Context: an optimization exercise on an open-source flow, tuned for small area and a short achievable clock period. The choices shown serve that exercise and are no tape-out recipe. At most, simulation tests tie the RTL to the original design; equivalence was not proved. No functional check of the RTL was part of runs 1, 2 and 8. No activity file was given, so power comes from the tool's default toggle rates.

===== design/flow/run.sh =====
#!/bin/bash
# synth_recipe.tcl (not shown) runs the flow's synth.tcl, then flattens the netlist and writes it again
# the make line also repeats each setting of config.mk as NAME=value (left out here)
make -C /OpenROAD-flow-scripts/flow DESIGN_CONFIG=/design/flow/config.mk WORK_HOME=/design/flow/orfs CLKGATE_MAP_FILE= SYNTH_SCRIPT=/design/flow/synth_recipe.tcl finish

===== design/flow/config.mk =====
export PLATFORM = sky130hd
export DESIGN_NAME = timer
export DESIGN_NICKNAME = timer
export VERILOG_FILES = /design/flow/design.v
export SDC_FILE = /design/flow/constraint.sdc
export NUM_CORES = 4
export LEC_CHECK = 0
export ABC_CLOCK_PERIOD_IN_PS = 2000
export CAP_MARGIN = 20
export CORE_MARGIN = 2
export CORE_UTILIZATION = 55
export SETUP_SLACK_MARGIN = 1.7
export SLEW_MARGIN = 20

===== design/flow/constraint.sdc =====
create_clock -name core_clock -period 4.0 [get_ports {clk}]
set_input_delay 0.8000 -clock core_clock [delete_from_list [all_inputs] [get_ports {clk}]]
set_output_delay 0.8000 -clock core_clock [all_outputs]
set_load 0.01 [all_outputs]

===== design/flow/design.v =====
module timer
#(
    parameter ADDR_WIDTH    = 32   ,
    parameter DATA_WIDTH    = 32
)
(
    input                    clk               ,
    input                    rstn              ,
    output logic             slave_rdy         ,
    output logic  [3:0]      timer_int         ,
    input [ADDR_WIDTH-1:0]   raddr             ,
    input                    re                ,
    output logic  [DATA_WIDTH-1:0]   rdata             ,
    input [DATA_WIDTH/8-1:0] rsel              ,
    input [ADDR_WIDTH-1:0]   waddr             ,
    input                    we                ,
    input [DATA_WIDTH-1:0]   wdata             ,
    input [DATA_WIDTH/8-1:0] wsel
);
logic [3:0][31:0] lc;
logic [3:0][31:0] cnt;
logic [3:0]       lcv;
logic [3:0]       cv;
logic [3:0][2:0]  ctrl;
logic [3:0]       en_d;
logic [3:0]       expf;
logic [3:0]       zq;     
logic [3:0]       lcz;    
logic [3:0]       raw;
logic             re_d1;
logic             we_d1;
wire [5:0] widx = waddr[7:2];
wire [5:0] ridx = raddr[7:2];
logic [3:0] wr_lc, wr_ctrl;
assign wr_lc[0]   = we & (widx == 6'd0);
assign wr_ctrl[0] = we & (widx == 6'd2);
assign wr_lc[1]   = we & (widx == 6'd5);
assign wr_ctrl[1] = we & (widx == 6'd7);
assign wr_lc[2]   = we & (widx == 6'd10);
assign wr_ctrl[2] = we & (widx == 6'd12);
assign wr_lc[3]   = we & (widx == 6'd15);
assign wr_ctrl[3] = we & (widx == 6'd17);
logic [3:0] clr;
wire clr_all = re & (ridx == 6'd41);
assign clr[0] = re & (ridx == 6'd3);
assign clr[1] = re & (ridx == 6'd8);
assign clr[2] = re & (ridx == 6'd13);
assign clr[3] = re & (ridx == 6'd18);
logic [3:0] ist;
assign ist[0] = raw[0] & ~ctrl[0][2];
assign ist[1] = raw[1] & ~ctrl[1][2];
assign ist[2] = raw[2] & ~ctrl[2][2];
assign ist[3] = raw[3] & ~ctrl[3][2];
assign timer_int = ist;
wire wz = (wdata == 32'd0);
genvar n;
generate
for (n = 0; n < 4; n = n + 1) begin : tm
  wire en   = ctrl[n][0];
  wire mode = ctrl[n][1];
  wire load = (en & ~en_d[n]) | zq[n];
  wire zq_next = load ? (mode & (~lcv[n] | lcz[n]))
                      : (en & cv[n] & (cnt[n] == 32'd1));
  wire [31:0] c = cnt[n];
  wire [7:0] g;
  for (genvar j = 0; j < 8; j = j + 1) begin : grp
    assign g[j] = ~|c[4*j+3:4*j];
  end
  wire [7:0] ge;
  assign ge[0] = en;
  assign ge[1] = en & g[0];
  assign ge[2] = en & g[0] & g[1];
  assign ge[3] = ge[2] & g[2];
  assign ge[4] = ge[2] & g[2] & g[3];
  assign ge[5] = ge[4] & g[4];
  assign ge[6] = ge[4] & g[4] & g[5];
  assign ge[7] = ge[6] & g[6];
  wire [31:0] b;
  for (genvar j = 0; j < 8; j = j + 1) begin : bor
    assign b[4*j]   = ge[j];
    assign b[4*j+1] = ge[j] & ~c[4*j];
    assign b[4*j+2] = ge[j] & ~c[4*j] & ~c[4*j+1];
    assign b[4*j+3] = ge[j] & ~c[4*j] & ~c[4*j+1] & ~c[4*j+2];
  end
  wire sel_lc = load & mode & lcv[n];
  wire one    = load & ~mode;
  always @(posedge clk) begin
    if (wr_lc[n]) begin
      lc[n]  <= wdata;
      lcz[n] <= wz;
    end
    cnt[n] <= (lc[n] & {32{sel_lc}}) | {32{one}} | ({32{~load}} & (c ^ b));
    en_d[n] <= en;
    expf[n] <= zq[n];
  end
  always @(posedge clk or negedge rstn) begin
    if (!rstn) zq[n] <= 1'b0;
    else       zq[n] <= zq_next;
  end
  always @(posedge clk or negedge rstn) begin
    if (!rstn) begin
      lcv[n]  <= 1'b0;
      cv[n]   <= 1'b0;
      ctrl[n] <= 3'b0;
      raw[n]  <= 1'b0;
    end else begin
      if (wr_lc[n]) lcv[n] <= 1'b1;
      if (load) cv[n] <= 1'b1;
      if (wr_ctrl[n]) ctrl[n] <= wdata[2:0];
      if (!en) raw[n] <= 1'b0;
      else if (expf[n]) raw[n] <= 1'b1;
      else if (clr[n] | clr_all) raw[n] <= 1'b0;
    end
  end
end
endgenerate
wire [5:0] i = ridx;
wire [3:0] s_lc, s_cnt, s_ctrl, s_is;
assign s_lc[0]   = ~i[4] & ~i[3] & ~i[2] & ~i[1] & ~i[0];    
assign s_cnt[0]  = ~i[4] & ~i[3] & ~i[2] & ~i[1] &  i[0];    
assign s_ctrl[0] = ~i[4] & ~i[3] & ~i[2] &  i[1] & ~i[0];    
assign s_is[0]   = ~i[3] &  i[2] & ~i[1] & ~i[0];            
assign s_lc[1]   = ~i[3] &  i[2] & ~i[1] &  i[0];            
assign s_cnt[1]  = ~i[3] &  i[2] &  i[1] & ~i[0];            
assign s_ctrl[1] = ~i[3] &  i[2] &  i[1] &  i[0];            
assign s_is[1]   = ~i[5] &  i[3] & ~i[2] & ~i[1] &  i[0];    
assign s_lc[2]   = ~i[5] &  i[3] & ~i[2] &  i[1] & ~i[0];    
assign s_cnt[2]  =  i[3] & ~i[2] &  i[1] &  i[0];            
assign s_ctrl[2] =  i[3] &  i[2] & ~i[1] & ~i[0];            
assign s_is[2]   =  i[3] &  i[2] &  i[1] & ~i[0];            
assign s_lc[3]   =  i[3] &  i[2] &  i[1] &  i[0];            
assign s_cnt[3]  =  i[4] & ~i[1] & ~i[0];                    
assign s_ctrl[3] =  i[4] & ~i[1] &  i[0];                    
assign s_is[3]   =  i[4] &  i[1] &  i[0];                    
wire   s_ti      =  i[5] & ~i[1] & ~i[0];                    
wire   s_raw     =  i[5] &  i[1];                            
wire [3:0] g_lc  = s_lc & lcv;
wire [3:0] g_cnt = s_cnt & cv;
wire       ones  = |(s_cnt & ~cv);
logic [31:0] rd_next;
always @(*) begin
  rd_next = {32{ones}};
  for (int k = 0; k < 4; k = k + 1)
    rd_next = rd_next | (lc[k] & {32{g_lc[k]}}) | (cnt[k] & {32{g_cnt[k]}})
            | {29'b0, ctrl[k] & {3{s_ctrl[k]}}} | {31'b0, ist[k] & s_is[k]};
  rd_next[3:0] = rd_next[3:0] | (ist & {4{s_ti}}) | (raw & {4{s_raw}});
end
always @(posedge clk) rdata <= rd_next;
always @(posedge clk or negedge rstn) begin
  if (!rstn) begin
    re_d1 <= 1'b0;
    we_d1 <= 1'b0;
  end else begin
    re_d1 <= re;
    we_d1 <= we;
  end
end
assign slave_rdy = ~((re & ~re_d1) | (we & ~we_d1));
endmodule

==> flow_metrics.tcl, run 1 <==
set metrics [dict create \
    synthesis.instances 1432 \
    cts-buffers-inserted 37 \
    clock_latency_ns 0.52 \
    power.leakage_nw 8.31 \
    drive_gt1_frac 0.181 \
    rsz0062_at_grt "yes" \
    max_freq_mhz 405 \
    yosysTopAreaCell "edfxtp_1" \
    rows 60 \
    dr.pass1.iters 9 \
    finalCritPeriodShare 0.617 \
    post-route-min-period_ns 2.47 \
    required_ns 4.45 \
    mostFrequentLayoutCell "dfxtp_1" \
    holdWs_ns 0.361 \
    worst_slew_pin_slew_ns 1.05 \
    totalWireLength_mm 49.4 \
    htreeDepth 2 \
    p_seq_frac 0.461 \
    io_buffers 84 \
    clock-sinks 330 \
    final_hold_viol_count 0 \
    drc 0 \
    drt-initial-drc-count 1662 \
    final_util 0.696 \
    yosysTopAreaCellShare 0.264 \
    dpl.cell_count 1807 \
    grt_overflow 0 \
    worst_setup_path_end_kind "register" \
    die_area_mm2 0.0286 \
    layout_common_cells "156 x dfxtp_1, 144 x nand2_1, 132 x edfxtp_1" \
    antenna_found_initial 1 \
    path_class "reg -> reg" \
    peakVddDrop_uv 366 \
    slowest_stage "dfxtp_4" \
    grt_pass1_vias 11700 \
    p_int_w 0.00703 \
    clock_path_buffers 3 \
    die_h_um 169 \
    synth_ff_type "dfxtp_1" \
    path_cells "nor4b_4 > nand2_2 > nor3_4 > nand2_2 > nor3_4 > ha_2 > ha_4 > ha_4 > xor2_1 > nor2_1 > a31oi_1" \
    grt_first_pass_wirelength_mm 72.0 \
    synthTopCellsByArea "edfxtp_1 26%, dfxtp_1 22%, ha_1 8.0%" \
    slew_viol_final 0 \
    seq_area_frac_synth 0.538 \
    finalSetupViolCount 0 \
    post_drt_wl_per_cell_um 25.8 \
    clockRootBuffer "clkbuf_16" \
    clkPwrFrac 0.356 \
    cp_top_family "simple AND/OR/NAND/NOR gates" \
    nets 1746 \
    die_x_um 169 \
    syn_nets 1636 \
    p_sw_w 0.00304 \
    p_sw_frac 0.302 \
    maxCapViolCount 0 \
    dp_hpwl_mm 31.6 \
    comb_power_share 0.183 \
    hold_path_class "in -> async" \
    area_delta_synth_final_pct 24.5 \
    clk_pin_slew_ns 0.06 \
    crit_arrival_ns 2.92 \
    cp_max_fo 3 \
    grt_max_degree 43 \
    vias 12300 \
    synth_cell_types 62 \
    stdcell_count 1914 \
    slowest_delay_ns 0.36 \
    power_density_mw_per_mm2 539 \
    syn_area_mm2 0.0150 \
    ys_ff_latch 330 \
    synth_edf_count 132 \
    critPathLaunchType "register" \
    path_buf_inv 0 \
    max_slew_margin 0.302 \
    via_per_inst 6.44 \
    track_usage 0.337 \
    gp_congestion 0.897 \
    final.setup_skew_ns 0.0141 \
    syn_area_per_cell_um2 10.5 \
    ys_warn_count 1 \
    async_flop_share 0.0909 \
    status "no timing/DRC/antenna violations" \
    pin_count 145 \
    coreArea_mm2 0.0269 \
    cts-hold-fix-buffers 0 \
    cts_tree "built" \
    ant_nets 0 \
    initial_utilization 0.559 \
    fin_tns_setup_ns 0 \
]
power by group through the flow:
stage / clock network (W) / registers, W / logic [W]
finish: 0.00359 / 0.00464 / 0.00185
global route: 0.00375 / 0.00468 / 0.00204
CTS: 0.00362 / 0.00459 / 0.00175
detailed placement: 0 / 0.00461 / 0.00168
global placement: 0 / 0.00460 / 0.00164
floorplan: 0 / 0.00445 / 0.00104
synth_stat cells (5+ instances only):
cell,instances
a21oi_1,103
a221oi_1,8
a222oi_1,31
a22oi_1,28
a31oi_1,59
a32o_1,32
and3_1,103
buf_1,5
buf_2,13
clkbuf_1,70
dfrtp_1,30
dfxtp_1,168
edfxtp_1,132
ha_1,96
inv_1,112
mux2_2,12
nand2_1,149
nand2b_1,9
nand3_1,10
nand4_1,46
nor2_1,54
nor2b_1,12
nor3_1,12
nor3b_1,6
nor4_1,23
nor4b_1,6
o21ai_0,6
or2_2,5
or4_1,9
xor2_1,32
flip-flops by register name, indices dropped and copies added, names as in the netlist:
register / count
en_d: 4
ctrl: 12
expf: 4
lcv: 4
re_d1: 1
lcz: 4
rdata: 32
cnt: 128
cv: 4
zq: 4
lc: 128
raw: 4
we_d1: 1
worst register-to-register path, cell delays in order, from the launching register on:
cell and delay (ns):
dfxtp_4 0.36, nor4b_4 0.33, nand2_2 0.17, nor3_4 0.31, nand2_2 0.15, nor3_4 0.28
ha_2 0.23, ha_4 0.13, ha_4 0.11, xor2_1 0.14, nor2_1 0.07, a31oi_1 0.12
layer usage:
metal  part of all wire  track usage
met5                  0            0
met4              0.031        0.103
met3               0.11       0.0779
met2               0.45        0.519
met1               0.41        0.477
cell type report:
class / count / area, um2
antenna: 2 / 5.00
clock buffer: 51 / 1070
clock inverter: 17 / 219
fill: 2072 / 8170
inverter: 112 / 427
multi-input combinational: 898 / 6920
sequential: 330 / 8100
tap: 341 / 427
timing repair buffer: 163 / 1540
metrics by stage:
stage / total power (W) / instance area, um2 / worst slack (ns)
2_1_floorplan: 0.00549 / 15100 / 1.43
3_3_place_gp: 0.00624 / 16400 / 0.666
3_5_place_dp: 0.00629 / 16400 / 0.665
4_1_cts: 0.00996 / 18100 / 1.55
5_1_grt: 0.0105 / 18700 / 1.48
6_report: 0.0101 / 18700 / 1.53
logic make-up (layout without fill, tap and decap cells):
family                     count (synthesis)  count (layout)  synth area share
and+or+nand+nor                          466             468             0.166
DFF                                      330             330             0.538
AOI/OAI and AO/OA                        288             288             0.133
buffers and inverters                    206             343            0.0546
adders and majority gates                 96              96            0.0800
xor gates and xnor gates                  33              33            0.0192
muxes                                     13              13           0.00966
other                                      0               2                 0
worst paths after layout:
kind,startpoint,end,slack [ns],cells after the start
min in group core_clock,zq[0],expf[0],0.43,0
max in group asynchronous,rstn,ctrl[9],3.05,1
hold reg to reg,zq[0],expf[0],0.43,0
hold / removal,rstn,lcv[0],0.36,1
setup / recovery,cnt[67],cnt[91],1.53,11
setup reg to reg,cnt[67],cnt[91],1.53,11
what timing repair did:
| action | in CTS | in global routing |
|---|---|---|
| setup endpoints to repair | 193 | 180 |
| gates resized for setup | 90 | 100 |
| buffers inserted | 18 | 16 |
| pin swaps | 16 | 33 |
| gates cloned | 2 | 1 |
==> run 2: changes to the inputs <==
--- a/design/flow/config.mk
+++ b/design/flow/config.mk
@@ -9,5 +9,7 @@
 export CAP_MARGIN = 20
 export CORE_MARGIN = 2
-export CORE_UTILIZATION = 55
+export CORE_UTILIZATION = 65
+export CTS_BUF_LIST = sky130_fd_sc_hd__clkbuf_4 sky130_fd_sc_hd__clkbuf_8
+export CTS_CLUSTER_SIZE = 30
 export SETUP_SLACK_MARGIN = 1.7
 export SLEW_MARGIN = 20
==> run 2 against run 1 <==
  * Clock power down 21%
  * Final cell count down 1.8%
  * Hold slack worse by 0.14 ns
  * Largest power group unchanged
  * First-iteration DRC count up 4.1%
  * Count of clock-buffer cells in the layout up 16
  * Critical path type unchanged
  * Global-route usage up 3.4 points
  * Combinational power about the same
==> flow_metrics.tcl, run 2 <==
set metrics [dict create \
    status "no timing/DRC/antenna violations" \
    mostFrequentLayoutCell "dfxtp_1" \
    die_x_um 156 \
    power_density_mw_per_mm2 507 \
    dp_hpwl_mm 28.9 \
    post_drt_wl_per_cell_um 24.4 \
    yosysTopAreaCell "edfxtp_1" \
    antenna_found_initial 2 \
    nets 1754 \
    multi_input_area_mm2 0.00698 \
    vias 12500 \
    final_hold_viol_count 0 \
    post-synth-top-count-cell "dfxtp_1" \
    die_area_mm2 0.0243 \
    clock_latency_ns 0.59 \
    path_cells "or4_4 > nor3_4 > nand2_2 > buf_4 > buf_6 > inv_4 > ha_4 > ha_4 > ha_4 > xor2_1 > nor2_1 > a31oi_1" \
    drive_gt1_frac 0.196 \
    cts-buffers-inserted 51 \
    clockRootBuffer "clkbuf_8" \
    rsz0062_at_grt "yes" \
    rows 55 \
    stdcell_count 1879 \
    dr.pass1.iters 10 \
    totalWireLength_mm 45.9 \
    synth_common_cells "168 x dfxtp_1, 149 x nand2_1, 132 x edfxtp_1" \
    syn_area_per_cell_um2 10.5 \
    grt_first_pass_wirelength_mm 68.5 \
    cp_max_fo 3 \
    drc 0 \
    hold_path_class "in -> async" \
    synth_cell_types 62 \
    synthesis.instances 1432 \
    p_int_w 0.00632 \
    maxCapViolCount 0 \
    cts_tree "built" \
    finalSetupViolCount 0 \
    drt-initial-drc-count 1730 \
    syn_nets 1636 \
    clock_path_buffers 3 \
    worst_setup_path_end_kind "register" \
    slowest_stage "or4_4" \
    io_buffers 84 \
    synth_ff_type "dfxtp_1" \
    clkPwrFrac 0.303 \
    htreeDepth 2 \
    area_delta_synth_final_pct 22.0 \
    clk_pin_slew_ns 0.07 \
    ys_warn_count 1 \
    required_ns 4.51 \
    regArea_mm2 0.00811 \
    p_sw_w 0.00298 \
    async_flop_share 0.0909 \
    max_freq_mhz 415 \
    die_h_um 156 \
    comb_power_share 0.195 \
    gp_congestion 0.924 \
    seq_area_frac_synth 0.538 \
    fillers 1412 \
    initial_utilization 0.663 \
    layout_common_cells "154 x dfxtp_1, 144 x nand2_1, 132 x edfxtp_1" \
    cts-hold-fix-buffers 0 \
    fin_tns_setup_ns 0 \
    finalCritPeriodShare 0.602 \
    pin_count 145 \
    crit_top_cell "ha_4" \
    slew_viol_final 0 \
    slowest_delay_ns 0.55 \
    worst_slew_pin_slew_ns 1.01 \
    post-route-min-period_ns 2.41 \
    reg_top3 "cnt x128, lc x128, rdata x32" \
    grt_pass1_vias 11900 \
    yosysTopAreaCellShare 0.264 \
    grt_max_degree 59 \
    power.leakage_nw 8.18 \
    syn_area_mm2 0.0150 \
    dpl.cell_count 1746 \
    max_slew_margin 0.327 \
    synthTopCellsByArea "edfxtp_1 26%, dfxtp_1 22%, ha_1 8.0%" \
    ant_nets 0 \
    p_sw_frac 0.320 \
    crit_arrival_ns 2.92 \
    final.setup_skew_ns 0.0218 \
    ys_ff_latch 330 \
    path_class "reg -> reg" \
    track_usage 0.371 \
    grt_overflow 0 \
    peakVddDrop_uv 415 \
    clock-sinks 330 \
    critPathLaunchType "register" \
    coreArea_mm2 0.0226 \
    synth_edf_count 132 \
    via_per_inst 6.66 \
    p_seq_frac 0.502 \
]
[run 2: logic make-up after synthesis]
| logic type | share of synthesized area |
|---|---|
| simple gates | 0.166 |
| flops | 0.538 |
| compound gates | 0.133 |
| buf+inv | 0.0546 |
| fa+ha+maj | 0.0800 |
| xor+xnor | 0.0192 |
| mux | 0.00966 |
[run 2: repair_timing]
action,in CTS,in global routing
gates cloned,1,0
pin swaps,25,37
buffers inserted,19,16
endpoints found under the setup margin,177,128
resized for setup,105,94
[run 2: worst max-delay path: cells and delay by family (launching register included)]
kind	cells	cell delay (ns)
and+or+nand+nor	4	0.97
adders and majority gates	3	0.38
DFF	1	0.33
buffers and inverters	3	0.33
xor gates and xnor gates	1	0.16
AOI/OAI and AO/OA	1	0.15
[run 2: worst paths after layout]
check | start | to | slack [ns] | depth (start not counted)
max | cnt[73] | cnt[83] | 1.59 | 12
min | rstn | ctrl[7] | 0.22 | 1
max reg2reg | cnt[73] | cnt[83] | 1.59 | 12
min reg2reg | zq[2] | expf[2] | 0.43 | 0
max in group asynchronous | rstn | ctrl[6] | 3.23 | 2
min in group core_clock | zq[2] | expf[2] | 0.43 | 0
[run 2: routing by layer]
layer | share of wire | vias to the layer above | track usage
li1 | - | 5539 | -
met1 | 0.38 | 6009 | 0.516
met2 | 0.46 | 846 | 0.587
met3 | 0.13 | 116 | 0.0789
met4 | 0.031 | 0 | 0.120
met5 | 0 | - | 0
[run 2: power groups by stage]
stage / logic (W) / clock network [W] / registers (W)
detailed placement: 0.00161 / 0 / 0.00462
finish: 0.00182 / 0.00282 / 0.00466
floorplan: 0.00104 / 0 / 0.00445
global placement: 0.00155 / 0 / 0.00460
global route: 0.00200 / 0.00296 / 0.00471
CTS: 0.00170 / 0.00280 / 0.00459
[run 2: area by class of cell]
| cell class | instances | area share |
|---|---|---|
| diodes | 1 | 0.000137 |
| multi-input cells | 897 | 0.381 |
| clock inverters | 29 | 0.00833 |
| inverters | 112 | 0.0231 |
| repair buffers | 158 | 0.0777 |
| clock buffers | 67 | 0.0473 |
| flip-flops and latches | 330 | 0.443 |
| well taps | 285 | 0.0195 |
[run 2: per-stage QoR]
step	setup slack [ns]	cell area (um2)	power, W	hold slack, ns	utilization
floorplan	1.43	15100	0.00549	0.370	-
detailed placement	0.771	16200	0.00623	0.405	0.717
CTS	1.55	17800	0.00910	0.215	0.785
global route	1.53	18300	0.00967	0.243	0.809
finish	1.59	18300	0.00929	0.218	0.809
global placement	0.725	16200	0.00615	0.398	0.718
==> run 3: changes to the inputs <==
--- a/design/flow/design.v
+++ b/design/flow/design.v
@@ -67,20 +67,21 @@
     assign g[j] = ~|c[4*j+3:4*j];
   end
-  wire [7:0] ge;
-  assign ge[0] = en;
-  assign ge[1] = en & g[0];
-  assign ge[2] = en & g[0] & g[1];
-  assign ge[3] = ge[2] & g[2];
-  assign ge[4] = ge[2] & g[2] & g[3];
-  assign ge[5] = ge[4] & g[4];
-  assign ge[6] = ge[4] & g[4] & g[5];
-  assign ge[7] = ge[6] & g[6];
-  wire [31:0] b;
+  wire [7:0] gz;
+  assign gz[0] = 1'b1;
+  assign gz[1] = g[0];
+  assign gz[2] = g[0] & g[1];
+  assign gz[3] = gz[2] & g[2];
+  assign gz[4] = gz[2] & g[2] & g[3];
+  assign gz[5] = gz[4] & g[4];
+  assign gz[6] = gz[4] & g[4] & g[5];
+  assign gz[7] = gz[6] & g[6];
+  wire [31:0] z;
   for (genvar j = 0; j < 8; j = j + 1) begin : bor
-    assign b[4*j]   = ge[j];
-    assign b[4*j+1] = ge[j] & ~c[4*j];
-    assign b[4*j+2] = ge[j] & ~c[4*j] & ~c[4*j+1];
-    assign b[4*j+3] = ge[j] & ~c[4*j] & ~c[4*j+1] & ~c[4*j+2];
+    assign z[4*j]   = gz[j];
+    assign z[4*j+1] = gz[j] & ~c[4*j];
+    assign z[4*j+2] = gz[j] & ~c[4*j] & ~c[4*j+1];
+    assign z[4*j+3] = gz[j] & ~c[4*j] & ~c[4*j+1] & ~c[4*j+2];
   end
+  wire [31:0] b = z & {32{en}};
   wire sel_lc = load & mode & lcv[n];
   wire one    = load & ~mode;
==> run 3 against run 2 <==
  * Clock power up 2%
  * Routed wire length down 2.0%
  * Register-to-register slack better by 0.08 ns
  * Sequential share of layout area up 1.7 points
  * Core utilization down 3.5 points
  * Total power down 0.17%
  * First-iteration DRC count up 4.7%
  * Synthesized cell count up 3.3%
  * Via count up 2.2%
  * Clock skew down 0.0072 ns
  * Hold slack better by 0.20 ns
  * Setup slack better by 0.080 ns
  * Critical endpoint is now cnt[126]
  * Largest power group unchanged
  * Highest routed layer unchanged
==> flow_metrics.tcl, run 3 <==
set metrics [dict create \
    drt-initial-drc-count 1811 \
    io_buffers 84 \
    totalWireLength_mm 45.0 \
    worst_setup_path_end_kind "register" \
    final.setup_skew_ns 0.0146 \
    gp_congestion 0.975 \
    ys_warn_count 1 \
    max_freq_mhz 429 \
    total_power_w 0.00928 \
    peakVddDrop_uv 496 \
    drive_gt1_frac 0.143 \
    finalSetupViolCount 0 \
    dr.pass1.iters 5 \
    yosysTopAreaCellShare 0.263 \
    die_area_mm2 0.0244 \
    clock-sinks 330 \
    stdcell_count 1894 \
    yosysTopAreaCell "edfxtp_1" \
    initial_utilization 0.664 \
    pin_count 145 \
    required_ns 4.41 \
    cts-hold-fix-buffers 0 \
    via_per_inst 6.75 \
    worst_slew_pin_slew_ns 1.14 \
    vias 12800 \
    crit_arrival_ns 2.74 \
    grt_max_degree 67 \
    ys_ff_latch 330 \
    grt_overflow 0 \
    path_cells "or4_4 > or3_2 > o31a_1 > nor3_1 > a31oi_1" \
    multi_input_area_mm2 0.00678 \
    async_flop_share 0.0909 \
    power.leakage_nw 6.64 \
    rsz0062_at_grt "yes" \
    status "no timing/DRC/antenna violations" \
    synthTopCellsByArea "edfxtp_1 26%, dfxtp_1 22%, dfrtp_1 5.0%" \
    area_delta_synth_final_pct 16.7 \
    fillers 1587 \
    syn_nets 1591 \
    dpl.cell_count 1774 \
    rows 55 \
    dp_hpwl_mm 31.1 \
    final_hold_viol_count 0 \
    max_slew_margin 0.239 \
    layout_common_cells "187 x nand2_1, 166 x dfxtp_1, 132 x edfxtp_1" \
    clockRootBuffer "clkbuf_8" \
    path_class "reg -> reg" \
    cp_max_fo 8 \
    slew_viol_final 0 \
    syn_area_per_cell_um2 10.2 \
    power_density_mw_per_mm2 528 \
    hold_path_class "reg -> reg" \
    synth_edf_count 132 \
    synth_ff_type "dfxtp_1" \
    grt_pass1_vias 11700 \
    critPathLaunchType "register" \
    reg_top3 "cnt x128, lc x128, rdata x32" \
    post-synth-top-count-cell "nand2_1" \
    cts-buffers-inserted 53 \
    die_x_um 156 \
    finalCritPeriodShare 0.582 \
    post_drt_wl_per_cell_um 23.8 \
    track_usage 0.365 \
    mostFrequentLayoutCell "nand2_1" \
    cts_tree "built" \
    ant_nets 0 \
    clock_path_buffers 3 \
    slowest_stage "or4_4" \
    seq_area_frac_synth 0.536 \
    synth_common_cells "187 x nand2_1, 168 x dfxtp_1, 132 x edfxtp_1" \
    synthesis.instances 1479 \
    holdWs_ns 0.416 \
    clock_latency_ns 0.59 \
    antenna_found_initial 0 \
    drc 0 \
    clk_pin_slew_ns 0.06 \
    grt_first_pass_wirelength_mm 67.7 \
    coreArea_mm2 0.0227 \
    final_util 0.774 \
    syn_area_mm2 0.0151 \
    maxCapViolCount 0 \
    post-route-min-period_ns 2.33 \
    slowest_delay_ns 0.63 \
    nets 1674 \
    htreeDepth 2 \
    synth_cell_types 64 \
    fin_tns_setup_ns 0 \
    regArea_mm2 0.00809 \
    die_h_um 156 \
]
## run 3: cell types whose count changed after synthesis, moves of 17 or more
cell      change
a222oi_1     -28
a22oi_1      +28
a32o_1       -19
a32oi_1      +27
clkbuf_1     +25
ha_1         -92
inv_1        -92
nand2_1      +38
nand3_1      +34
nor4_1       +17
xnor2_1      +45
## run 3: area by class of cell
type,instances,area share
diodes,2,0.000285
clock buffers,81,0.0563
clock inverters,19,0.00463
inverters,20,0.00427
multi-input cells,1025,0.385
flip-flops and latches,330,0.460
well taps,285,0.0203
repair buffers,132,0.0690
## run 3: logic make-up (layout without fill, tap and decap cells)
kind of cell    count (synthesis)  in the layout  share of synthesized area
mux                            12             12                    0.00897
other cells                     0              2                          0
flops                         330            330                      0.536
simple gates                  604            605                      0.228
xor+xnor                       81             81                     0.0471
buf+inv                       125            252                     0.0323
fa+ha+maj                       4              4                    0.00332
compound gates                323            323                      0.144
## run 3: worst paths after layout
kind	startpoint	endpoint	slack (ns)	cells after the start
min in group asynchronous	rstn	cv[1]	0.68	1
max	cnt[101]	cnt[126]	1.67	5
max reg2reg	cnt[101]	cnt[126]	1.67	5
max in group asynchronous	rstn	ctrl[6]	2.54	2
min reg2reg	zq[2]	expf[2]	0.42	0
min	zq[2]	expf[2]	0.42	0
## run 3: critical path, delay by kind of cell (launching register included)
family             cells  cell delay [ns]
DFF                    1             0.37
AOI/OAI and AO/OA      2             0.39
and+or+nand+nor        3             1.39
## run 3: stage by stage
step           setup WS (ns)  instance area [um2]
6_report                1.67                17600
4_1_cts                 1.45                17500
2_1_floorplan           1.43                15100
5_1_grt                 1.60                17600
3_5_place_dp           0.765                16200
3_3_place_gp           0.841                16200
## run 3: timing repair
item | 4_1_cts | 5_1_grt
pin swaps | 3 | 4
endpoints found under the setup margin | 125 | 91
cloned | 0 | 1
buffers inserted | 8 | 9
resized for setup | 37 | 23
## run 3: power breakdown
part           internal (W)  switching [W]
clock               0.00157        0.00132
sequential          0.00405       0.000806
combinational      0.000748       0.000780
total               0.00637        0.00291
## run 3: routing by layer
| metal | routed length [um] | vias up | track usage | share of wire |
|---|---|---|---|---|
| li1 | - | 5810 | - | - |
| met1 | 19000 | 6125 | 0.555 | 0.42 |
| met2 | 18700 | 766 | 0.504 | 0.42 |
| met3 | 6170 | 84 | 0.113 | 0.14 |
| met4 | 1170 | 0 | 0.0961 | 0.026 |
| met5 | 0 | - | 0 | 0 |
==> run 4: changes to the inputs <==
--- a/design/flow/config.mk
+++ b/design/flow/config.mk
@@ -12,4 +12,4 @@
 export CTS_BUF_LIST = sky130_fd_sc_hd__clkbuf_4 sky130_fd_sc_hd__clkbuf_8
 export CTS_CLUSTER_SIZE = 30
-export SETUP_SLACK_MARGIN = 1.7
+export SETUP_SLACK_MARGIN = 1.9
 export SLEW_MARGIN = 20
==> run 4 against run 3 <==
  * Clock skew rose by 0.0071 ns
  * Flip-flop and latch count unchanged
  * Die area did not move
  * Sequential power is 1% higher
==> flow_metrics.tcl, run 4 <==
set metrics [dict create \
    ant_nets 0 \
    die_area_mm2 0.0244 \
    antenna_found_initial 1 \
    post_drt_wl_per_cell_um 25.5 \
    critPathLaunchType "register" \
    comb_power_share 0.167 \
    status "no timing/DRC/antenna violations" \
    fin_tns_setup_ns 0 \
    slew_viol_final 0 \
    nets 1729 \
    p_int_w 0.00665 \
    htreeDepth 2 \
    power.leakage_nw 7.40 \
    synth_cell_types 64 \
    rsz0062_at_grt "yes" \
    track_usage 0.389 \
    path_class "reg -> reg" \
    yosysTopAreaCell "edfxtp_1" \
    clockRootBuffer "clkbuf_8" \
    mostFrequentLayoutCell "nand2_1" \
    synth_ff_type "dfxtp_1" \
    syn_area_per_cell_um2 10.2 \
    cts-buffers-inserted 54 \
    reg_top3 "cnt x128, lc x128, rdata x32" \
    finalCritPeriodShare 0.538 \
    async_flop_share 0.0909 \
    worst_slew_pin_slew_ns 1.14 \
    vias 13600 \
    die_h_um 156 \
    drc 0 \
    crit_arrival_ns 2.61 \
    final_util 0.825 \
    synth_edf_count 132 \
    maxCapViolCount 0 \
    clk_pin_slew_ns 0.06 \
    dp_hpwl_mm 31.2 \
    drt-initial-drc-count 2021 \
    dr.pass1.iters 7 \
    gp_congestion 0.962 \
    grt_max_degree 67 \
    ys_warn_count 1 \
    power_density_mw_per_mm2 520 \
    peakVddDrop_uv 590 \
    stdcell_count 1948 \
    grt_pass1_vias 12200 \
    p_seq_frac 0.504 \
    pin_count 145 \
    p_sw_w 0.00310 \
    required_ns 4.46 \
    post-synth-top-count-cell "nand2_1" \
    clock_path_buffers 3 \
    max_slew_margin 0.238 \
    layout_common_cells "181 x nand2_1, 155 x dfxtp_1, 132 x edfxtp_1" \
    seq_area_frac_synth 0.536 \
    rows 55 \
    max_freq_mhz 464 \
    p_sw_frac 0.318 \
    synth_common_cells "187 x nand2_1, 168 x dfxtp_1, 132 x edfxtp_1" \
    via_per_inst 6.98 \
    insertedDiodeCount 0 \
    ys_ff_latch 330 \
    syn_nets 1591 \
    syn_area_mm2 0.0151 \
    holdWs_ns 0.433 \
    worst_setup_path_end_kind "register" \
    dpl.cell_count 1774 \
    die_x_um 156 \
    synthesis.instances 1479 \
    finalSetupViolCount 0 \
    clkPwrFrac 0.329 \
    totalWireLength_mm 49.8 \
    final_hold_viol_count 0 \
    cp_max_fo 5 \
    coreArea_mm2 0.0227 \
    cts_tree "built" \
    yosysTopAreaCellShare 0.263 \
    synthTopCellsByArea "edfxtp_1 26%, dfxtp_1 22%, dfrtp_1 5.0%" \
    hold_path_class "reg -> reg" \
    post-route-min-period_ns 2.15 \
    grt_first_pass_wirelength_mm 72.2 \
    area_delta_synth_final_pct 24.3 \
    drive_gt1_frac 0.213 \
    initial_utilization 0.664 \
    fillers 1379 \
    final.setup_skew_ns 0.0217 \
    grt_overflow 0 \
    io_buffers 84 \
    clock_latency_ns 0.59 \
    clock-sinks 330 \
]
## run 4: cell counts after synthesis
Identical to the previous run, type by type.
## run 4: worst max-delay path: stages (launching register included)
cell and delay (ns):
dfxtp_4 0.36, or4_4 0.55, or3_4 0.46, buf_16 0.18
nor4_4 0.23, xnor2_1 0.17, a21oi_1 0.09
## run 4: final timing paths
| path | start | endpoint | slack [ns] | cells past startpoint |
|---|---|---|---|---|
| worst min register to register | zq[3] | expf[3] | 0.43 | 0 |
| worst max-delay path | cnt[100] | cnt[127] | 1.85 | 6 |
| worst min-delay path | zq[3] | expf[3] | 0.43 | 0 |
| worst max register to register | cnt[100] | cnt[127] | 1.85 | 6 |
| min in group asynchronous | rstn | raw[2] | 0.72 | 1 |
| max in group asynchronous | rstn | ctrl[9] | 2.51 | 2 |
## run 4: metal layers
layer	vias up	share of wire	GRT usage
met5	-	0	0
met4	0	0.033	0.108
met3	144	0.15	0.0856
met2	1068	0.43	0.569
met1	6497	0.39	0.587
li1	5897	-	-
## run 4: timing repair
item,4_1_cts,5_1_grt
endpoints found under the setup margin,285,194
cloned,5,3
resized for setup,149,68
buffers inserted,44,20
pin swaps,31,32
hold buffers,0,0
## run 4: area by class of cell
type	instances	area, um2	area share
inverter	20	75.1	0.00401
timing repair buffer	187	1890	0.101
sequential	330	8110	0.433
clock inverter	14	116	0.00621
clock buffer	88	1070	0.0573
multi-input combinational	1024	7110	0.380
tap	285	357	0.0190
## run 4: power groups by stage
stage | combinational [W] | clock, W | sequential (W)
after floorplan | 0.000996 | 0 | 0.00458
after global placement | 0.00142 | 0 | 0.00483
after detailed placement | 0.00147 | 0 | 0.00485
after CTS | 0.00154 | 0.00320 | 0.00481
after global routing | 0.00175 | 0.00335 | 0.00496
final | 0.00162 | 0.00321 | 0.00491
## run 4: metrics by stage
| stage | total power, W | cell area, um2 | worst slack (ns) |
|---|---|---|---|
| finish | 0.00974 | 18700 | 1.85 |
| global route | 0.0101 | 18700 | 1.78 |
| CTS | 0.00955 | 18300 | 1.62 |
| detailed placement | 0.00632 | 16200 | 0.741 |
| global placement | 0.00625 | 16200 | 0.770 |
| floorplan | 0.00558 | 15200 | 1.43 |
## run 4: cells by family (layout without fill, tap and decap cells)
family,after synthesis,in the layout,synth area share
buf+inv,125,309,0.0323
simple gates,604,604,0.228
fa+ha+maj,4,4,0.00332
xor+xnor,81,81,0.0471
compound gates,323,323,0.144
mux,12,12,0.00897
flops,330,330,0.536
==> run 5: changes to the inputs <==
==> design/flow/flow/run.sh (new file) <==
#!/bin/bash
# Standard ORFS layout, except that port buffers start as buf_1
# (repair_timing upsizes the critical ones).
bash standard.sh "BUFFER_PORTS_ARGS=-buffer_cell sky130_fd_sc_hd__buf_1" finish > standard.log 2>&1
==> design/flow/standard.sh (new file) <==
#!/bin/bash
# synth_recipe.tcl (not shown) runs the flow's synth.tcl, then flattens the netlist and writes it again
# the make line also repeats each setting of config.mk as NAME=value (left out here)
make -C /OpenROAD-flow-scripts/flow DESIGN_CONFIG=/design/flow/config.mk WORK_HOME=/design/flow/orfs CLKGATE_MAP_FILE= SYNTH_SCRIPT=/design/flow/synth_recipe.tcl "${@:-finish}"
--- a/design/flow/config.mk
+++ b/design/flow/config.mk
@@ -12,4 +12,4 @@
 export CTS_BUF_LIST = sky130_fd_sc_hd__clkbuf_4 sky130_fd_sc_hd__clkbuf_8
 export CTS_CLUSTER_SIZE = 30
-export SETUP_SLACK_MARGIN = 1.9
+export SETUP_SLACK_MARGIN = 1.7
 export SLEW_MARGIN = 20
removed: design/flow/run.sh
==> run 5 against run 4 <==
  * Count of clock-buffer cells in the layout is 6 lower
  * Synthesized area unchanged
  * Sequential power down 1%
  * Clock skew up 0.0028 ns
  * Clock power hardly changed
  * Design area fell by 8.5%
  * First-iteration DRC count decreased by 19%
  * Largest cell class unchanged
  * Largest power group unchanged
==> flow_metrics.tcl, run 5 <==
set metrics [dict create \
    path_class "reg -> reg" \
    peakVddDrop_uv 512 \
    initial_utilization 0.664 \
    syn_area_mm2 0.0151 \
    die_x_um 156 \
    dp_hpwl_mm 30.8 \
    ys_warn_count 1 \
    synth_common_cells "187 x nand2_1, 168 x dfxtp_1, 132 x edfxtp_1" \
    grt_pass1_vias 11400 \
    worst_setup_path_end_kind "register" \
    die_h_um 156 \
    ys_ff_latch 330 \
    cts-buffers-inserted 54 \
    post-synth-top-count-cell "nand2_1" \
    clockRootBuffer "clkbuf_8" \
    total_power_w 0.00945 \
    fillers 1618 \
    synthesis.instances 1479 \
    drt-initial-drc-count 1639 \
    grt_first_pass_wirelength_mm 67.0 \
    stdcell_area_mm2 0.0171 \
    syn_area_per_cell_um2 10.2 \
    io_buffers 84 \
    totalWireLength_mm 44.3 \
    synth_cell_types 64 \
    clk_pin_slew_ns 0.06 \
    maxCapViolCount 0 \
    nets 1672 \
    holdWs_ns 0.315 \
    drc 0 \
    power_density_mw_per_mm2 551 \
    required_ns 4.43 \
    async_flop_share 0.0909 \
    reg_top3 "cnt x128, lc x128, rdata x32" \
    final_hold_viol_count 0 \
    regArea_mm2 0.00808 \
    status "no timing/DRC/antenna violations" \
    rrSetupSlack_ns 1.70 \
    layout_common_cells "187 x nand2_1, 167 x dfxtp_1, 132 x edfxtp_1" \
    final.setup_skew_ns 0.0245 \
    clock_path_buffers 3 \
    finalSetupViolCount 0 \
    finalCritPeriodShare 0.574 \
    cts_tree "built" \
    max_freq_mhz 436 \
    rsz0062_at_grt "yes" \
    synthTopCellsByArea "edfxtp_1 26%, dfxtp_1 22%, dfrtp_1 5.0%" \
    synth_ff_type "dfxtp_1" \
    yosysTopAreaCell "edfxtp_1" \
    post_drt_wl_per_cell_um 23.4 \
    power.leakage_nw 6.45 \
    critPathLaunchType "register" \
    area_delta_synth_final_pct 13.8 \
    ant_nets 0 \
    slew_viol_final 0 \
    grt_overflow 0 \
    gp_congestion 0.961 \
    crit_arrival_ns 2.72 \
    crit_path_start "cnt[101]" \
    antenna_found_initial 0 \
    grt_max_degree 67 \
    syn_nets 1591 \
    vias 12500 \
    r2r_start "cnt[101]" \
    seq_area_frac_synth 0.536 \
    clock_latency_ns 0.59 \
    htreeDepth 2 \
    clock-sinks 330 \
    post-route-min-period_ns 2.30 \
    track_usage 0.363 \
    synth_edf_count 132 \
    cp_max_fo 17 \
    dr.pass1.iters 6 \
    crit_end "cnt[107]" \
    worstReg2RegEnd "cnt[107]" \
    fin_tns_setup_ns 0 \
    coreArea_mm2 0.0227 \
    yosysTopAreaCellShare 0.263 \
    rr_worst_depth 6 \
    hold_path_class "in -> async" \
    die_area_mm2 0.0244 \
    worst_slew_pin_slew_ns 1.14 \
    multi_input_area_mm2 0.00674 \
    pin_count 145 \
    dpl_cell_area_mm2 0.0157 \
    final_util 0.755 \
    max_slew_margin 0.237 \
    mostFrequentLayoutCell "nand2_1" \
    via_per_inst 6.62 \
    rows 55 \
    drive_gt1_frac 0.139 \
    cts-hold-fix-buffers 0 \
]
run 5: critical path: stages (launching register included):
cell,delay [ns]
dfxtp_1,0.38
or4_4,0.60
or3_4,0.52
buf_4,0.19
nor4_2,0.22
xnor2_1,0.16
a21oi_1,0.08
run 5: timing repair:
action / 4_1_cts / 5_1_grt
endpoints found under the hold margin: 0 / 0
pin swaps: 2 / 1
endpoints found under the setup margin: 88 / 57
setup buffers: 7 / 8
resized for setup: 12 / 14
run 5: stage by stage:
| step | setup slack, ns | std cells |
|---|---|---|
| final | 1.70 | 1892 |
| after global routing | 1.65 | 1891 |
| after CTS | 1.67 | 1883 |
| after detailed placement | 0.931 | 1774 |
| after global placement | 0.925 | 1774 |
| after floorplan | 1.43 | 1479 |
run 5: layout make-up:
type | count | area share
well taps | 285 | 0.0208
inverters | 20 | 0.00438
multi-input cells | 1024 | 0.393
clock inverters | 20 | 0.0113
diodes | 1 | 0.000146
repair buffers | 130 | 0.0396
clock buffers | 82 | 0.0589
flip-flops and latches | 330 | 0.472
run 5: how the worst min path moves through the flow:
stage                from  endpoint  slack (ns)  cells past startpoint
floorplan           zq[0]   expf[0]        0.37                      0
global placement    zq[2]   expf[2]        0.40                      0
detailed placement  zq[0]   expf[0]        0.40                      0
CTS                  rstn   ctrl[2]        0.31                      1
global route         rstn    lcv[0]        0.37                      1
finish               rstn   ctrl[2]        0.32                      1
run 5: report_power, final:
part / total [W] / switching, W / internal [W]
clock: 0.00322 / 0.00135 / 0.00187
combinational: 0.00139 / 0.000756 / 0.000632
sequential: 0.00485 / 0.000798 / 0.00405
run 5: layer usage:
layer / up-vias / wire length, um / GRT usage / share of wire
met2: 705 / 18500 / 0.505 / 0.42
met1: 5968 / 19100 / 0.558 / 0.43
met4: 0 / 977 / 0.0979 / 0.022
li1: 5785 / - / - / -
met5: - / 0 / 0 / 0
met3: 65 / 5770 / 0.100 / 0.13
run 5: cell families (layout without fill, tap and decap cells):
| kind of cell | Yosys count | count (layout) | synth area share |
|---|---|---|---|
| and+or+nand+nor | 604 | 604 | 0.228 |
| DFF | 330 | 330 | 0.536 |
| xor gates and xnor gates | 81 | 81 | 0.0471 |
| adders and majority gates | 4 | 4 | 0.00332 |
| muxes | 12 | 12 | 0.00897 |
| other | 0 | 1 | 0 |
| buffers and inverters | 125 | 252 | 0.0323 |
| AOI/OAI and AO/OA | 323 | 323 | 0.144 |
==> run 6: changes to the inputs <==
--- a/design/flow/config.mk
+++ b/design/flow/config.mk
@@ -10,6 +10,7 @@
 export CORE_MARGIN = 2
 export CORE_UTILIZATION = 65
-export CTS_BUF_LIST = sky130_fd_sc_hd__clkbuf_4 sky130_fd_sc_hd__clkbuf_8
-export CTS_CLUSTER_SIZE = 30
+export CTS_BUF_LIST = sky130_fd_sc_hd__clkbuf_16
+export CTS_CLUSTER_DIAMETER = 80
+export CTS_CLUSTER_SIZE = 24
 export SETUP_SLACK_MARGIN = 1.7
 export SLEW_MARGIN = 20
==> run 6 against run 5 <==
  * Still clean on timing, DRC and antenna
  * Clock power shrank 41%
  * Sequential share of layout area rose by 2.0 points
  * Sequential power is essentially flat
  * First-iteration DRC count fell by 6.2%
  * Die area stayed put
  * Total power fell by 14%
  * Routed wire length fell by 1.6%
  * Combinational power hardly changed
  * Setup slack lost 0.010 ns
  * Highest routed layer unchanged
==> flow_metrics.tcl, run 6 <==
set metrics [dict create \
    status "no timing/DRC/antenna violations" \
    antenna_found_initial 0 \
    fin_tns_setup_ns 0 \
    nets 1636 \
    ant_nets 0 \
    synthesis.instances 1479 \
    synthTopCellsByArea "edfxtp_1 26%, dfxtp_1 22%, dfrtp_1 5.0%" \
    via_per_inst 6.76 \
    clock_latency_ns 0.51 \
    pin_count 145 \
    peakVddDrop_uv 420 \
    final_hold_viol_count 0 \
    dr.pass1.iters 6 \
    yosysTopAreaCellShare 0.263 \
    cts-buffers-inserted 17 \
    htreeDepth 1 \
    initial_utilization 0.664 \
    grt_first_pass_wirelength_mm 65.6 \
    slew_viol_final 0 \
    async_flop_share 0.0909 \
    yosysTopAreaCell "edfxtp_1" \
    synth_common_cells "187 x nand2_1, 168 x dfxtp_1, 132 x edfxtp_1" \
    die_h_um 156 \
    dp_hpwl_mm 30.8 \
    drt-initial-drc-count 1537 \
    clock_path_buffers 3 \
    max_freq_mhz 434 \
    syn_nets 1591 \
    vias 12300 \
    final.setup_skew_ns 0.0123 \
    die_x_um 156 \
    drc 0 \
    mostFrequentLayoutCell "nand2_1" \
    finalSetupViolCount 0 \
    ys_warn_count 1 \
    track_usage 0.354 \
    gp_congestion 0.961 \
    totalWireLength_mm 43.7 \
    clock-sinks 330 \
    power.leakage_nw 6.10 \
    maxCapViolCount 0 \
    power_density_mw_per_mm2 494 \
    syn_area_mm2 0.0151 \
    required_ns 4.40 \
    ys_ff_latch 330 \
    cts_tree "built" \
    rows 55 \
    die_area_mm2 0.0244 \
    total_power_w 0.00812 \
    r2r_start "cnt[104]" \
    worst_setup_path_end_kind "register" \
    clk_pin_slew_ns 0.10 \
    crit_arrival_ns 2.71 \
    grt_max_degree 67 \
    rr_worst_depth 5 \
    max_slew_margin 0.212 \
    insertedDiodeCount 0 \
    grt_overflow 0 \
    finalCritPeriodShare 0.577 \
    synth_ff_type "dfxtp_1" \
    path_class "reg -> reg" \
    rsz0062_at_grt "yes" \
    critPathLaunchType "register" \
    area_delta_synth_final_pct 9.13 \
    synth_edf_count 132 \
    coreArea_mm2 0.0227 \
    post-route-min-period_ns 2.31 \
    rrSetupSlack_ns 1.69 \
    reg_top3 "cnt x128, lc x128, rdata x32" \
    cts-hold-fix-buffers 0 \
    post_drt_wl_per_cell_um 24.0 \
    post-synth-top-count-cell "nand2_1" \
    io_buffers 84 \
    drive_gt1_frac 0.0958 \
    worstReg2RegEnd "cnt[116]" \
    synth_cell_types 64 \
    grt_pass1_vias 10900 \
    syn_area_per_cell_um2 10.2 \
    seq_area_frac_synth 0.536 \
    hold_path_class "in -> async" \
    worst_slew_pin_slew_ns 1.18 \
    cp_max_fo 7 \
    layout_common_cells "187 x nand2_1, 166 x dfxtp_1, 132 x edfxtp_1" \
    clockRootBuffer "clkbuf_16" \
]
## run 6: area by class of cell
| cell class | count | area [um2] |
|---|---|---|
| clock buffers | 17 | 425 |
| clock inverters | 12 | 71.3 |
| fillers | 1703 | 6270 |
| inverters | 20 | 75.1 |
| multi-input cells | 1024 | 6730 |
| flip-flops and latches | 330 | 8090 |
| well taps | 285 | 357 |
| repair buffers | 131 | 697 |
## run 6: critical path, cell delays in order, from the launching register on
cell and delay (ns):
dfxtp_1 0.40, or4_1 0.71, nor4_4 0.32, nand4b_1 0.28, o21a_1 0.25, o31a_1 0.23
## run 6: metal layers
| metal | vias to the layer above | global-route usage | part of all wire |
|---|---|---|---|
| met5 | - | 0 | 0 |
| li1 | 5668 | - | - |
| met4 | 0 | 0.0620 | 0.018 |
| met2 | 670 | 0.499 | 0.42 |
| met3 | 46 | 0.0767 | 0.12 |
| met1 | 5917 | 0.565 | 0.44 |
## run 6: metrics by stage
stage / area (um2) / hold WS (ns) / worst slack (ns) / std cells / utilization
after global placement: 15700 / 0.396 / 0.925 / 1774 / 0.690
after floorplan: 15100 / 0.370 / 1.43 / 1479 / -
final: 16400 / 0.375 / 1.69 / 1819 / 0.724
after global routing: 16400 / 0.426 / 1.59 / 1819 / 0.724
after CTS: 16300 / 0.385 / 1.68 / 1812 / 0.719
after detailed placement: 15700 / 0.401 / 0.931 / 1774 / 0.690
## run 6: power by group
group	internal [W]	leakage, nW	switching (W)	total, W
combinational	0.000629	2.88	0.000755	0.00138
clock	0.000847	0.282	0.00105	0.00190
sequential	0.00404	2.94	0.000794	0.00484
## run 6: what timing repair did
item | 4_1_cts | 5_1_grt
pin swaps | 2 | 2
hold endpoints to repair | 0 | 0
gates resized for setup | 13 | 12
gates cloned | 0 | 0
setup buffers | 9 | 7
endpoints found under the setup margin | 95 | 56
## run 6: cell families (layout without fill, tap and decap cells)
group	after synthesis	after routing	share of synthesized area
AO/OA/AOI/OAI	323	323	0.144
XOR/XNOR	81	81	0.0471
adder cells (fa/ha/maj)	4	4	0.00332
buffers and inverters	125	180	0.0323
flip-flops	330	330	0.536
multiplexers	12	12	0.00897
AND/OR/NAND/NOR	604	604	0.228
## run 6: worst max path at each step
stage | from | endpoint | slack [ns]
3_5_place_dp | raddr[2] | rdata[17] | 0.93
5_1_grt | cnt[104] | zq[3] | 1.59
6_report | cnt[104] | cnt[116] | 1.69
3_3_place_gp | raddr[2] | rdata[3] | 0.93
2_1_floorplan | waddr[6] | lc[0] | 1.43
4_1_cts | ctrl[9] | cnt[124] | 1.68
==> run 7: changes to the inputs <==
==> design/flow/flow/run.sh (replaced) <==
#!/bin/bash
# Standard ORFS layout with two extra settings:
#  - port buffers start as buf_1 (repair_timing upsizes the critical ones)
#  - power recovery after global routing downsizes non-critical gates
bash standard.sh "BUFFER_PORTS_ARGS=-buffer_cell sky130_fd_sc_hd__buf_1" RECOVER_POWER=100 finish > standard.log 2>&1
--- a/design/flow/config.mk
+++ b/design/flow/config.mk
@@ -10,7 +10,6 @@
 export CORE_MARGIN = 2
 export CORE_UTILIZATION = 65
-export CTS_BUF_LIST = sky130_fd_sc_hd__clkbuf_16
-export CTS_CLUSTER_DIAMETER = 80
-export CTS_CLUSTER_SIZE = 24
+export CTS_BUF_LIST = sky130_fd_sc_hd__clkbuf_4 sky130_fd_sc_hd__clkbuf_8
+export CTS_CLUSTER_SIZE = 30
 export SETUP_SLACK_MARGIN = 1.7
 export SLEW_MARGIN = 20
==> run 7 against run 6 <==
  * The layout now fails its checks (capacitance limit, slew limit)
  * Total power grew 16%
  * Critical path depth is 1 lower
  * Largest power group unchanged
  * Flip-flop and latch count did not move
  * Core utilization increased by 1.8 points
  * Clock power grew 69%
  * Fmax is 23% lower
  * Routed wire length up 1.6%
  * Die area did not move
  * Global-route usage is 0.92 points higher
==> flow_metrics.tcl, run 7 <==
set metrics [dict create \
    status "complete, but fails checks" \
    failed_checks "capacitance limit, slew limit" \
    yosysTopAreaCell "edfxtp_1" \
    die_h_um 156 \
    grt_pass1_vias 11400 \
    yosysTopAreaCellShare 0.263 \
    dr.pass1.iters 6 \
    initial_utilization 0.664 \
    path_cells "buf_1 > nor3b_1 > nor3b_1 > and3_1" \
    clk_pin_slew_ns 0.06 \
    synth_ff_type "dfxtp_1" \
    worst-path-stages 4 \
    fillers 1679 \
    max_slew_margin -0.380 \
    grt_first_pass_wirelength_mm 67.0 \
    slew_viol_final 160 \
    cts-buffers-inserted 54 \
    die_x_um 156 \
    layout_common_cells "187 x nand2_1, 167 x dfxtp_1, 132 x edfxtp_1" \
    post_drt_wl_per_cell_um 23.5 \
    synth_edf_count 132 \
    crit_arrival_ns 3.16 \
    reg_top3 "cnt x128, lc x128, rdata x32" \
    mostFrequentLayoutCell "nand2_1" \
    drive_gt1_frac 0.109 \
    coreArea_mm2 0.0227 \
    power_density_mw_per_mm2 558 \
    maxCapViolCount 5 \
    post-route-min-period_ns 3.00 \
    nets 1672 \
    rr_worst_depth 5 \
    final_hold_viol_count 0 \
    syn_area_mm2 0.0151 \
    finalSetupViolCount 0 \
    ant_nets 0 \
    clock_latency_ns 0.59 \
    rows 55 \
    synth_cell_types 64 \
    syn_nets 1591 \
    cp_max_fo 34 \
    track_usage 0.363 \
    seq_area_frac_synth 0.536 \
    drc 0 \
    cts-hold-fix-buffers 0 \
    slowest_delay_ns 1.43 \
    ys_warn_count 1 \
    async_flop_share 0.0909 \
    final.setup_skew_ns 0.0195 \
    synth_common_cells "187 x nand2_1, 168 x dfxtp_1, 132 x edfxtp_1" \
    stdcell_count 1891 \
    slowest_stage "and3_1" \
    finalCritPeriodShare 0.749 \
    totalWireLength_mm 44.4 \
    post-synth-top-count-cell "nand2_1" \
    peakVddDrop_uv 510 \
    worst_slew_pin_slew_ns 2.07 \
    cp_top_family "simple AND/OR/NAND/NOR gates" \
    antenna_found_initial 0 \
    pin_count 145 \
    power.leakage_nw 6.28 \
    rsz0062_at_grt "yes" \
    clock_path_buffers 3 \
    fin_tns_setup_ns 0 \
    clock-sinks 330 \
    synthTopCellsByArea "edfxtp_1 26%, dfxtp_1 22%, dfrtp_1 5.0%" \
    drt-initial-drc-count 1644 \
    grt_overflow 0 \
    worst_setup_path_end_kind "register" \
    vias 12500 \
    crit_top_cell "nor3b_1" \
    clockRootBuffer "clkbuf_8" \
    path_class "in -> reg" \
    dp_hpwl_mm 30.8 \
    holdWs_ns 0.396 \
    max_freq_mhz 334 \
    die_area_mm2 0.0244 \
    dpl.cell_count 1774 \
    grt_max_degree 67 \
    hold_path_class "reg -> reg" \
    ys_ff_latch 330 \
    syn_area_per_cell_um2 10.2 \
    stdcell_area_mm2 0.0169 \
    hold_depth 0 \
    final_util 0.742 \
    synthesis.instances 1479 \
    regArea_mm2 0.00808 \
    critPathLaunchType "input pin" \
    required_ns 4.16 \
    via_per_inst 6.63 \
    dpl_cell_area_mm2 0.0157 \
    cts_tree "built" \
    path_buf_inv 1 \
    gp_congestion 0.961 \
    insertedDiodeCount 0 \
    io_buffers 84 \
    area_delta_synth_final_pct 11.9 \
    multi_input_area_mm2 0.00654 \
    htreeDepth 2 \
]
==> run 7: stage by stage <==
step	setup slack, ns	power (W)
finish	1.00	0.00940
global route	0.830	0.00979
CTS	1.67	0.00938
detailed placement	0.931	0.00618
global placement	0.925	0.00612
floorplan	1.43	0.00558
==> run 7: worst paths after layout <==
check / startpoint / end / slack, ns
max reg2reg: ctrl[0] / cnt[25] / 1.13
min reg2reg: zq[2] / expf[2] / 0.40
max: we / lc[75] / 1.00
min: zq[2] / expf[2] / 0.40
max in group asynchronous: rstn / lcv[1] / 2.14
min in group asynchronous: rstn / ctrl[2] / 0.70
==> run 7: final cells by class <==
type                       count  area share
clock buffer                  82      0.0599
clock inverter                20      0.0115
inverter                      20     0.00445
multi-input combinational   1024       0.388
sequential                   330       0.479
tap                          285      0.0212
timing repair buffer         130      0.0358
==> run 7: routing by layer <==
layer / share of wire / global-route usage
met4: 0.024 / 0.0979
met3: 0.13 / 0.100
met2: 0.41 / 0.505
met1: 0.43 / 0.558
met5: 0 / 0
==> run 7: worst register-to-register path, cell delays in order, from the launching register on <==
cell	delay, ns
dfrtp_1	0.53
nor3b_1	0.94
nand3_1	0.50
nor4_1	0.50
xnor2_1	0.17
a21oi_1	0.08
==> run 7: cell families after synthesis <==
family,synth area share
AND/OR/NAND/NOR,0.228
multiplexers,0.00897
flip-flops,0.536
buffers and inverters,0.0323
XOR/XNOR,0.0471
adder cells (fa/ha/maj),0.00332
AO/OA/AOI/OAI,0.144
==> run 7: what timing repair did <==
| action | in CTS | in global routing |
|---|---|---|
| setup buffers | 7 | 8 |
| pin swaps | 2 | 1 |
| setup endpoints to repair | 88 | 57 |
| resized for setup | 12 | 14 |
==> run 7: power by group <==
part	leakage, nW	internal [W]	switching (W)
clock network	0.639	0.00187	0.00134
logic	2.69	0.000617	0.000751
registers	2.94	0.00405	0.000774
total	6.28	0.00654	0.00287
==> run 8: changes to the inputs <==
--- a/design/flow/design.v
+++ b/design/flow/design.v
@@ -18,6 +18,6 @@
     input [DATA_WIDTH/8-1:0] wsel
 );
-logic [3:0][31:0] lc;
-logic [3:0][31:0] cnt;
+logic [3:0][31:0] nlc;
+logic [3:0][31:0] ncnt;
 logic [3:0]       lcv;
 logic [3:0]       cv;
@@ -41,4 +41,6 @@
 assign wr_lc[3]   = we & (widx == 6'd15);
 assign wr_ctrl[3] = we & (widx == 6'd17);
+wire [31:0] nwdata = ~wdata;
+wire        wz     = (wdata == 32'd0);
 logic [3:0] clr;
 wire clr_all = re & (ridx == 6'd41);
@@ -53,5 +55,4 @@
 assign ist[3] = raw[3] & ~ctrl[3][2];
 assign timer_int = ist;
-wire wz = (wdata == 32'd0);
 genvar n;
 generate
@@ -60,10 +61,10 @@
   wire mode = ctrl[n][1];
   wire load = (en & ~en_d[n]) | zq[n];
+  wire [31:0] q = ncnt[n];
   wire zq_next = load ? (mode & (~lcv[n] | lcz[n]))
-                      : (en & cv[n] & (cnt[n] == 32'd1));
-  wire [31:0] c = cnt[n];
+                      : (en & cv[n] & (q == 32'hfffffffe));
   wire [7:0] g;
   for (genvar j = 0; j < 8; j = j + 1) begin : grp
-    assign g[j] = ~|c[4*j+3:4*j];
+    assign g[j] = &q[4*j+3:4*j];
   end
   wire [7:0] gz;
@@ -77,25 +78,21 @@
   assign gz[7] = gz[6] & g[6];
   wire [31:0] z;
-  for (genvar j = 0; j < 8; j = j + 1) begin : bor
+  for (genvar j = 0; j < 8; j = j + 1) begin : tog
     assign z[4*j]   = gz[j];
-    assign z[4*j+1] = gz[j] & ~c[4*j];
-    assign z[4*j+2] = gz[j] & ~c[4*j] & ~c[4*j+1];
-    assign z[4*j+3] = gz[j] & ~c[4*j] & ~c[4*j+1] & ~c[4*j+2];
+    assign z[4*j+1] = gz[j] & q[4*j];
+    assign z[4*j+2] = gz[j] & q[4*j] & q[4*j+1];
+    assign z[4*j+3] = gz[j] & q[4*j] & q[4*j+1] & q[4*j+2];
   end
-  wire [31:0] b = z & {32{en}};
+  wire [31:0] t = z & {32{en}};
   wire sel_lc = load & mode & lcv[n];
-  wire one    = load & ~mode;
+  wire one    = load & mode & ~lcv[n];
   always @(posedge clk) begin
     if (wr_lc[n]) begin
-      lc[n]  <= wdata;
+      nlc[n] <= nwdata;
       lcz[n] <= wz;
     end
-    cnt[n] <= (lc[n] & {32{sel_lc}}) | {32{one}} | ({32{~load}} & (c ^ b));
+    ncnt[n] <= (nlc[n] & {32{sel_lc}}) | {32{one}} | ({32{~load}} & (q ^ t));
     en_d[n] <= en;
     expf[n] <= zq[n];
-  end
-  always @(posedge clk or negedge rstn) begin
-    if (!rstn) zq[n] <= 1'b0;
-    else       zq[n] <= zq_next;
   end
   always @(posedge clk or negedge rstn) begin
@@ -105,4 +102,5 @@
       ctrl[n] <= 3'b0;
       raw[n]  <= 1'b0;
+      zq[n]   <= 1'b0;
     end else begin
       if (wr_lc[n]) lcv[n] <= 1'b1;
@@ -112,4 +110,5 @@
       else if (expf[n]) raw[n] <= 1'b1;
       else if (clr[n] | clr_all) raw[n] <= 1'b0;
+      zq[n] <= zq_next;
     end
   end
@@ -143,5 +142,5 @@
   rd_next = {32{ones}};
   for (int k = 0; k < 4; k = k + 1)
-    rd_next = rd_next | (lc[k] & {32{g_lc[k]}}) | (cnt[k] & {32{g_cnt[k]}})
+    rd_next = rd_next | (~nlc[k] & {32{g_lc[k]}}) | (~ncnt[k] & {32{g_cnt[k]}})
             | {29'b0, ctrl[k] & {3{s_ctrl[k]}}} | {31'b0, ist[k] & s_is[k]};
   rd_next[3:0] = rd_next[3:0] | (ist & {4{s_ti}}) | (raw & {4{s_raw}});
==> design/flow/run.sh (new file) <==
#!/bin/bash
# synth_recipe.tcl (not shown) runs the flow's synth.tcl, then flattens the netlist and writes it again
# the make line also repeats each setting of config.mk as NAME=value (left out here)
make -C /OpenROAD-flow-scripts/flow DESIGN_CONFIG=/design/flow/config.mk WORK_HOME=/design/flow/orfs CLKGATE_MAP_FILE= SYNTH_SCRIPT=/design/flow/synth_recipe.tcl finish
removed: design/flow/flow/run.sh
removed: design/flow/standard.sh
==> run 8 against run 7 <==
  * Now clean on timing, DRC and antenna
  * Largest power group unchanged
  * Combinational power is about 40% higher
  * Core utilization is 3.6 points higher
  * Critical endpoint is now rdata[23]
  * Fmax is 30% higher
  * Total power is 5.6% higher
  * First-iteration DRC count is 3.7% higher
  * Routed wire length is 5.5% higher
  * Clock skew is 0.014 ns higher
  * Critical path type unchanged
==> flow_metrics.tcl, run 8 <==
set metrics [dict create \
    die_h_um 157 \
    antenna_found_initial 2 \
    grt_pass1_vias 11700 \
    drt-initial-drc-count 1705 \
    coreArea_mm2 0.0233 \
    post-synth-top-count-cell "dfxtp_1" \
    peakVddDrop_uv 343 \
    max_freq_mhz 434 \
    layout_common_cells "168 x dfxtp_1, 135 x nand3_1, 132 x edfxtp_1" \
    yosysTopAreaCell "edfxtp_1" \
    drive_gt1_frac 0.143 \
    clock_path_buffers 3 \
    synth_edf_count 132 \
    crit_top_cell "buf_4" \
    finalSetupViolCount 0 \
    synth_ff_type "dfxtp_1" \
    cts-buffers-inserted 52 \
    io_buffers 84 \
    seq_area_frac_synth 0.529 \
    status "no timing/DRC/antenna violations" \
    worst_setup_path_end_kind "register" \
    grt_max_degree 68 \
    clock_latency_ns 0.60 \
    fillers 1635 \
    async_flop_share 0.0909 \
    htreeDepth 2 \
    syn_area_per_cell_um2 10.1 \
    hold_path_class "reg -> reg" \
    syn_nets 1627 \
    ys_warn_count 1 \
    area_delta_synth_final_pct 18.6 \
    post-route-min-period_ns 2.31 \
    rrSetupSlack_ns 1.78 \
    gp_congestion 0.971 \
    dr.pass1.iters 8 \
    whs_endpoint "expf[0]" \
    post_drt_wl_per_cell_um 23.7 \
    rows 56 \
    track_usage 0.373 \
    rr_worst_depth 4 \
    ys_ff_latch 330 \
    grt_first_pass_wirelength_mm 68.8 \
    grt_overflow 0 \
    fin_tns_setup_ns 0 \
    critPathLaunchType "input pin" \
    final_hold_viol_count 0 \
    pin_count 145 \
    slowest_delay_ns 0.35 \
    synthesis.instances 1515 \
    finalCritPeriodShare 0.576 \
    multi_input_area_mm2 0.00689 \
    clockRootBuffer "clkbuf_8" \
    regArea_mm2 0.00808 \
    clk_pin_slew_ns 0.06 \
    power.leakage_nw 6.45 \
    yosysTopAreaCellShare 0.260 \
    vias 12900 \
    worstReg2RegEnd "zq[3]" \
    crit_arrival_ns 2.75 \
    synthTopCellsByArea "edfxtp_1 26%, dfxtp_1 22%, dfrtp_1 4.9%" \
    totalWireLength_mm 46.8 \
    clock-sinks 330 \
    syn_area_mm2 0.0153 \
    worst_slew_pin_slew_ns 1.04 \
    synth_common_cells "168 x dfxtp_1, 135 x nand3_1, 132 x edfxtp_1" \
    slew_viol_final 0 \
    slowest_stage "nor4_1" \
    hp-start "zq[0]" \
    dp_hpwl_mm 30.6 \
    synth_cell_types 64 \
    die_x_um 157 \
]
## run 8: cell count changes after synthesis, moves of 34 or more
cell,delta
nand2_1,-130
a21oi_1,-105
nand2b_1,+95
nand3_1,+91
and3_1,-78
o21ai_0,+72
o22ai_1,+70
a22oi_1,-55
xor2_1,+44
a31oi_1,-40
inv_1,+34
nor2b_1,+34
## run 8: per-stage QoR
| step | instances | total power (W) | worst slack (ns) | area [um2] |
|---|---|---|---|---|
| after global routing | 1978 | 0.0103 | 1.70 | 18100 |
| after detailed placement | 1863 | 0.00677 | 0.531 | 16600 |
| after CTS | 1973 | 0.00982 | 1.45 | 18000 |
| after floorplan | 1515 | 0.00598 | 1.20 | 15300 |
| final | 1979 | 0.00993 | 1.69 | 18100 |
| after global placement | 1863 | 0.00670 | 0.545 | 16600 |
## run 8: power by group
part	internal, W	leakage [nW]	switching [W]
Sequential	0.00413	2.94	0.000810
Combinational	0.000890	2.90	0.00103
Clock	0.00173	0.608	0.00134
Total	0.00675	6.45	0.00318
## run 8: worst max-delay path by stage
stage | start | to | slack [ns] | cells after the start
2_1_floorplan | waddr[7] | lcz[0] | 1.20 | 3
3_3_place_gp | raddr[2] | rdata[9] | 0.55 | 7
3_5_place_dp | raddr[2] | rdata[9] | 0.53 | 7
4_1_cts | we | slave_rdy | 1.45 | 3
5_1_grt | raddr[5] | rdata[15] | 1.70 | 8
6_report | raddr[5] | rdata[23] | 1.69 | 9
## run 8: timing repair
item,CTS,global route
resized for setup,44,30
pin swaps,4,2
endpoints found under the setup margin,107,140
endpoints found under the hold margin,0,0
cloned,2,1
buffers inserted,10,4
## run 8: area by class of cell
type                            instances  share of cell area
Antenna cell                            1            0.000138
Timing Repair Buffer                  144              0.0775
Clock inverter                         15             0.00670
Clock buffer                           83              0.0558
Inverter                               54              0.0112
Tap cell                              319              0.0220
Sequential cell                       330               0.446
Multi-Input combinational cell       1033               0.380
## run 8: cells by family (layout without fill, tap and decap cells)
group,count (synthesis),after routing,synth area share
mux,18,18,0.0128
buf+inv,153,296,0.0384
xor+xnor,121,121,0.0694
simple gates,608,609,0.226
flops,330,330,0.529
other cells,0,1,0
compound gates,281,281,0.121
fa+ha+maj,4,4,0.00328
## run 8: worst max-delay path, delay by kind of cell
| family | cells | cell delay (ns) |
|---|---|---|
| AO/OA/AOI/OAI | 2 | 0.28 |
| AND/OR/NAND/NOR | 3 | 0.75 |
| buffers and inverters | 4 | 0.91 |
## run 8: per-layer routing
layer	GRT usage	routed length (um)
met1	0.551	19000
met2	0.513	19300
met3	0.135	7130
met4	0.111	1380
met5	0	0

Re-timed with assumed drivers on the ports (clkbuf_16 on the clock, buf_2 on other inputs), run 8 has 1.693 ns of setup slack against 1.695 ns with ideal ports, and 1.090 ns once port delays also move by the mid clock arrival of 0.629 ns.
